Background: an optimization exercise with open tools, aiming at small area, a short achievable clock period and few clock cycles. Do not read the settings as production practice.
Only simulation tests tie the RTL to the original design; equivalence was not proved.
No activity file was given, so power comes from the tool's default toggle rates.

Setup of build 10:
==> flow/design.v <==
module ULA (
	input  [15:0] A,
	input  [15:0] B,
	input  [4:0]  OP,
	output reg [15:0] RESU,
	output O,
	output C,
	output S,
	output Z
);
	wire [15:0] Y = OP[1] ? {16{OP[2]}} : (B ^ {16{OP[2]}});
	wire [16:0] SOMA = {1'b0, A} + {1'b0, Y} + {16'd0, OP[0]};
	wire arit_ok = (OP[2:0] != 3'b010) && (OP[2:0] != 3'b111);
	wire C_arit = SOMA[16] ^ (OP[2] & ~OP[1]);
	assign O = (A[15] == Y[15]) && (SOMA[15] != A[15]);
	wire um = (OP[3:0] == 4'b1111);
	wire [15:0] LOGICA;
	genvar i;
	generate
		for (i = 0; i < 16; i = i + 1) begin : g_logica
			assign LOGICA[i] = OP[{~B[i], ~A[i]}] && (i == 0 || !um);
		end
	endgenerate
	always @(*) begin
		if (OP[4])
			RESU = LOGICA;
		else if (!OP[3])
			RESU = arit_ok ? SOMA[15:0] : 16'd0;
		else if (OP[2:0] == 3'b000)
			RESU = {A[14:0], 1'b0};
		else if (OP[2:0] == 3'b001)
			RESU = {A[15], A[15:1]};
		else
			RESU = 16'd0;
	end
	assign C = OP[3] ? (OP[0] ? A[0] : A[15]) : C_arit;
	assign S = RESU[15];
	assign Z = (RESU == 16'd0);
endmodule
module Registrador_Flags(
	input clock,
	input reset,
	input habilita,
	input [4:0] controleOperacao,
	input Z, C, S, O,
	output reg [3:0] ZCSO       
);
	always @(posedge clock) begin
		if (reset)
			ZCSO <= 4'b0000;
		else if (habilita) begin
			case (controleOperacao)
				5'b10000: ZCSO[0] <= Z;
				5'b01000, 5'b01001: begin
					ZCSO[0] <= Z; ZCSO[1] <= C; ZCSO[2] <= S;
				end
				5'b00000, 5'b00001, 5'b00011,
				5'b00100, 5'b00101, 5'b00110: begin
					ZCSO <= {O, S, C, Z};
				end
				5'b10001, 5'b10010,
				5'b10100, 5'b10101, 5'b10110, 5'b10111,
				5'b11000, 5'b11001, 5'b11010, 5'b11011,
				5'b11100, 5'b11101, 5'b11110: begin
					ZCSO[0] <= Z; ZCSO[2] <= S;
				end
				default: ;
			endcase
		end
	end
endmodule
module TesteFlagsTemporario(
	input [3:0] RFlag_ZCSO,
	input [3:0] condicao,
	input Ver_Fal,
	output reg saida
);
	always @(*) begin
		case (condicao)
			4'b0100: saida = ~(Ver_Fal ^ RFlag_ZCSO[2]);
			4'b0101: saida = ~(Ver_Fal ^ RFlag_ZCSO[0]);
			4'b0110: saida = ~(Ver_Fal ^ RFlag_ZCSO[1]);
			4'b0111: saida = (~(Ver_Fal ^ RFlag_ZCSO[2])) | (~(Ver_Fal ^ RFlag_ZCSO[0]));
			4'b0000: saida = Ver_Fal;
			4'b0011: saida = ~(Ver_Fal ^ RFlag_ZCSO[3]);
			default: saida = 1'b0;
		endcase
	end
endmodule
module Extensor(
	input [15:0] instrucao,
	input desvia,              
	input [15:0] PC,
	input [15:0] B,
	output [15:0] proximo
);
	wire [15:0] desloc = !desvia ? 16'd1
	                   : instrucao[13] ? {{4{instrucao[11]}}, instrucao[11:0]}    
	                                   : {{8{instrucao[7]}}, instrucao[7:0]};     
	assign proximo = (desvia && instrucao[13:12] == 2'b11) ? B : PC + desloc;
endmodule
module Banco_Registro (
	input clock,
	input Hab_Lo,
	input Hab_Hi,
	input [2:0] Sel_E,
	input [15:0] E,
	input [2:0] Sel_A,
	input [2:0] Sel_B,
	output [15:0] A,
	output [15:0] B
);
	reg [127:0] registro;    
	integer i;
	always @(posedge clock)
		for (i = 0; i < 8; i = i + 1) begin
			if (Hab_Lo && Sel_E == i)
				registro[16*i +: 8] <= E[7:0];
			if (Hab_Hi && Sel_E == i)
				registro[16*i+8 +: 8] <= E[15:8];
		end
	assign A = registro[16*Sel_A +: 16];
	assign B = registro[16*Sel_B +: 16];
endmodule
module IntegracaoModulos(
	input clock,
	input reset,
	output [15:0] imem_addr,
	input  [15:0] imem_data,
	output [15:0] dmem_addr,
	output [15:0] dmem_wdata,
	output dmem_we,
	input  [15:0] dmem_rdata,
	output halted
);
	reg [15:0] PC;         
	reg [15:0] IR;         
	reg [15:0] RA, RB;     
	reg        valido;     
	reg        halted_r;   
	reg        escrita;    
	wire [1:0] formato = IR[15:14];
	wire [4:0] op = IR[10:6];
	wire [15:0] A, B, RESU, proximo;
	wire Z, C, S, O, salto;
	wire [3:0] ZCSO;
	wire eh_alu   = (formato == 2'b10);
	wire eh_store = eh_alu && (op == 5'b01011);
	wire eh_load  = eh_alu && (op == 5'b01010);
	wire eh_jreg  = (formato == 2'b00) && (IR[13:12] == 2'b11);
	wire eh_jal   = eh_jreg && !IR[11];
	wire desvia   = valido && (formato == 2'b00) && (IR[13] ? 1'b1 : salto);
	wire [2:0] Sel_E = eh_jal ? 3'd6 : IR[13:11];
	reg  [15:0] E;
	always @(*) begin
		case (formato)
			2'b01:   E = {{5{IR[10]}}, IR[10:0]};
			2'b11:   E = {IR[7:0], IR[7:0]};
			2'b10:   E = eh_load ? dmem_rdata : RESU;
			default: E = PC;
		endcase
	end
	wire escreve = valido && ((formato == 2'b01) || (eh_alu && !eh_store) || eh_jal);
	wire hab_lo = escreve || (valido && formato == 2'b11 && !IR[10]);
	wire hab_hi = escreve || (valido && formato == 2'b11 && IR[10]);
	wire [2:0] Sel_A = imem_data[5:3];
	wire [2:0] Sel_B = imem_data[2:0];
	Banco_Registro Banco_Registro(
		.clock(clock), .Hab_Lo(hab_lo), .Hab_Hi(hab_hi), .Sel_E(Sel_E), .E(E),
		.Sel_A(Sel_A), .Sel_B(Sel_B), .A(A), .B(B)
	);
	wire fA = (Sel_A == Sel_E), fB = (Sel_B == Sel_E);
	always @(posedge clock) begin
		if (reset) begin
			PC <= 16'd0;
			valido <= 1'b0;
			halted_r <= 1'b0;
			escrita <= 1'b0;
		end else begin
			PC <= proximo;
			valido <= !desvia;
			if (!desvia && imem_data == 16'h2FFF)
				halted_r <= 1'b1;
			escrita <= !desvia && (imem_data[15:14] == 2'b10) && (imem_data[10:6] == 5'b01011);
		end
		IR <= imem_data;
		RA[7:0]  <= (fA && hab_lo) ? E[7:0]  : A[7:0];
		RA[15:8] <= (fA && hab_hi) ? E[15:8] : A[15:8];
		RB[7:0]  <= (fB && hab_lo) ? E[7:0]  : B[7:0];
		RB[15:8] <= (fB && hab_hi) ? E[15:8] : B[15:8];
	end
	assign imem_addr = PC;
	assign halted = halted_r;
	Extensor Extensor(.instrucao(IR), .desvia(desvia), .PC(PC), .B(RB), .proximo(proximo));
	ULA ULA(.A(RA), .B(RB), .OP(op), .RESU(RESU), .O(O), .C(C), .S(S), .Z(Z));
	Registrador_Flags Registrador_Flags(
		.clock(clock), .reset(reset), .habilita(valido && eh_alu), .controleOperacao(op),
		.Z(Z), .C(C), .S(S), .O(O), .ZCSO(ZCSO)
	);
	TesteFlagsTemporario TesteFlagsTemporario(
		.RFlag_ZCSO(ZCSO), .condicao(IR[11:8]), .Ver_Fal(IR[12]), .saida(salto)
	);
	assign dmem_addr  = RA;
	assign dmem_wdata = RB;
	assign dmem_we    = escrita;
endmodule
Settings: LEC_CHECK=0, CAP_MARGIN=20, CORE_MARGIN=2, CORE_UTILIZATION=40, SLEW_MARGIN=20; clock period 9.0 ns.
standard.sh (not shown) runs the stock make flow with config.mk's settings and CLKGATE_MAP_FILE= SYNTH_SCRIPT=/design/flow/synth_recipe.tcl, a recipe that flattens the netlist after the stock synthesis.
==> flow/flow/run.sh <==
#!/bin/bash
# The standard layout, with changes to how it is made:
#  - ports are buffered with buf_2 cells (by default buffer_ports picks a
#    delay buffer, clkdlybuf4s50_1, which is larger and slower);
#  - clock tree synthesis adds no dummy loads and uses clkbuf_8 buffers;
set -euo pipefail
bash standard.sh \
	"SETUP_SLACK_MARGIN=7" "TNS_END_PERCENT=0" \
	"BUFFER_PORTS_ARGS=-buffer_cell sky130_fd_sc_hd__buf_2" \
	"CTS_ARGS=-sink_clustering_enable -repair_clock_nets -dont_use_dummy_load -buf_list sky130_fd_sc_hd__clkbuf_8" \
	finish > standard.log 2>&1
Testbench counts of build 10, summed over its fixed seeds: cycles 28,186.
diff inputs: build 10 => build 96
# build 10
export LEC_CHECK = 0
export CAP_MARGIN = 20
export CORE_MARGIN = 2
export CORE_UTILIZATION = 40
export SLEW_MARGIN = 20
create_clock -name core_clock -period 9.0 [get_ports {clock}]
# build 96
export LEC_CHECK = 0
export ABC_AREA = 1
export CAP_MARGIN = 20
export CORE_MARGIN = 2
export CORE_UTILIZATION = 40
export SETUP_SLACK_MARGIN = 5
export SLEW_MARGIN = 20
create_clock -name core_clock -period 9.0 [get_ports {clock}]
--- a/flow/flow/run.sh
+++ b/flow/flow/run.sh
@@ -2 +2 @@
-# The standard layout, with changes to how it is made:
+# The standard layout, with two changes to how it is made:
@@ -5 +5 @@
-#  - clock tree synthesis adds no dummy loads and uses clkbuf_8 buffers;
+#  - clock tree synthesis adds no dummy loads.
@@ -8 +7,0 @@
-	"SETUP_SLACK_MARGIN=7" "TNS_END_PERCENT=0" \
==> comparison <==
- Both conditions hold for build 96: the flow ran to the end and the final layout passed the timing, DRC and antenna checks.
- Build 10 and build 96 ended up with nearly the same clock network area share.
- Build 96 vs. build 10: total of flip-flops plus latches after synthesis held, clock power went up about 2%.
- Build 96 ends up with a max-slew headroom at the worst pin that is 5.4 points higher than in build 10.
- NOTE: die area in build 96 exceeds that of build 10
- Diff build 10 -> build 96: final design utilization down 2.8 points, wire length on met3 has increased, multiplexer share of the synthesized area went down by 18 points, total nets after synthesis moved up, routed wire length saw an increase.
> inputs changed (build 96 -> build 90)
# build 96
export LEC_CHECK = 0
export ABC_AREA = 1
export CAP_MARGIN = 20
export CORE_MARGIN = 2
export CORE_UTILIZATION = 40
export SETUP_SLACK_MARGIN = 5
export SLEW_MARGIN = 20
create_clock -name core_clock -period 9.0 [get_ports {clock}]
# build 90
export LEC_CHECK = 0
export CAP_MARGIN = 20
export CORE_MARGIN = 2
export CORE_UTILIZATION = 40
export SLEW_MARGIN = 20
create_clock -name core_clock -period 9.0 [get_ports {clock}]
--- a/flow/flow/run.sh
+++ b/flow/flow/run.sh
@@ -2 +2 @@
-# The standard layout, with two changes to how it is made:
+# The standard layout, with changes to how it is made:
@@ -5 +5 @@
-#  - clock tree synthesis adds no dummy loads.
+#  - clock tree synthesis adds no dummy loads and uses clkbuf_8 buffers;
@@ -7,0 +8 @@
+	"SETUP_SLACK_MARGIN=6" "TNS_END_PERCENT=0" \
==> summary.txt <==
Build 90 against build 96: register-to-register slack increased by 260 ps relative to the old numbers; count of cell instances traversed by the critical path decreased by 6 relative to the old numbers.
Build 90 ended up with RB[10]$_DFF_P_ as its endpoint of the most critical setup path; build 96 ended up with PC[12]$_SDFF_PP0_.
Post-CTS setup buffer count (build 90 over build 96): increase, 17
Detailed route wirelength on metal3 came out lower on build 90 than on build 96.
On post-layout total power, build 90 tracks build 96 almost exactly.
The following lists how build 15 was set up differently from build 90:
# build 90
export LEC_CHECK = 0
export CAP_MARGIN = 20
export CORE_MARGIN = 2
export CORE_UTILIZATION = 40
export SLEW_MARGIN = 20
create_clock -name core_clock -period 9.0 [get_ports {clock}]
# build 15
export LEC_CHECK = 0
export CAP_MARGIN = 20
export CORE_MARGIN = 2
export CORE_UTILIZATION = 40
export SETUP_SLACK_MARGIN = 5
export SLEW_MARGIN = 20
create_clock -name core_clock -period 9.0 [get_ports {clock}]
==> flow/flow/run.sh <==
#!/bin/bash
# The standard layout, with two changes to how it is made:
#  - ports are buffered with buf_2 cells (by default buffer_ports picks a
#    delay buffer, clkdlybuf4s50_1, which is larger and slower);
#  - clock tree synthesis adds no dummy loads.
set -euo pipefail
bash standard.sh \
	"BUFFER_PORTS_ARGS=-buffer_cell sky130_fd_sc_hd__buf_2" \
	"CTS_ARGS=-sink_clustering_enable -repair_clock_nets -dont_use_dummy_load -buf_list {sky130_fd_sc_hd__clkbuf_4 sky130_fd_sc_hd__clkbuf_8}" \
	finish > standard.log 2>&1
- Compared with build 90, build 15 shows a lower final design area excluding fillers.
- Slowest library cell on the worst path = or3_1: build 90; slowest library cell on the worst path = fa_1: build 15
- Where shortest period the worst path allows is concerned, build 90 is better than build 15.
- In build 15, via count is lower than in build 90.
- Build 15 and build 90 ended up with nearly the same final antenna-violating net count.
## Diff of input files: build 24 against build 15
==> flow/run.sh (new file) <==
#!/bin/bash
# synth_recipe.tcl (not shown) runs the flow's synth.tcl, then flattens the netlist and writes it again
# the make line also repeats each setting of config.mk as NAME=value (left out here)
make -C /OpenROAD-flow-scripts/flow DESIGN_CONFIG=/design/flow/config.mk WORK_HOME=/design/flow/orfs CLKGATE_MAP_FILE= SYNTH_SCRIPT=/design/flow/synth_recipe.tcl finish
removed: flow/flow/run.sh
removed: flow/standard.sh
[summary]
Build 24: PASS, flow complete, no timing, DRC or antenna violations
Build 24 ended up with Banco_Registro.registro[57]$_DFFE_PP_ as its worst setup path endpoint; build 15 ended up with Banco_Registro.registro[72]$_DFFE_PP_.
Routed wire length: build 15 vs build 24 — no meaningful difference
On proportion of power drawn by the clock network: between build 24 and build 15, it ends up higher for build 24.
Switching power share of the total: build 24 vs build 15 up 1.0 points
Compare build 24 and build 15 | non-clock buffer count higher: build 15
Re worst setup slack: build 15 was lower than build 24.
Standard cell with the maximum stage delay on the critical path: a221o_1 -> build 24, fa_1 -> build 15
When build 24 is set beside build 15, its overall power consumption turns out to be about 20% larger.
The non-clock buffering overhead in the final layout reported for build 24 is greater than that of build 15 by 2.5 points.

what the ideal ports hide:
How much do the figures lean on ideal ports? The routed layouts below were timed once more, with nothing changed but the port constraints. Step 1: set_driving_cell puts a clkbuf_16 on clock and a buf_2 on each other input, an assumption about the parent block. Step 2 adds t to the input delays and takes it off the output delays; t is the mean of the earliest and latest rising clock arrival at the registers after step 1. Input paths then give back, and output paths get back, about the clock's delay inside the block. a / b / c = ideal ports / drivers / drivers and shift; a / b = the first two.
run | t (ns) | setup slack, ns | worst setup path after step 2 | worst slew at a driven data input, ns | cell pins on the clock port's net
build 10 | 0.502 | 5.488 / 5.488 / 5.110 | input to register | 0.06 | 1
build 96 | 0.520 | 5.229 / 5.229 / 4.884 | input to register | 0.04 | 1
build 90 | 0.502 | 5.488 / 5.488 / 5.110 | input to register | 0.06 | 1
build 15 | 0.511 | 5.175 / 5.175 / 5.098 | input to register | 0.05 | 1
build 24 | 0.498 | 5.180 / 5.180 / 5.086 | input to register | 0.04 | 1
After both steps setup and hold are still met in every run listed.
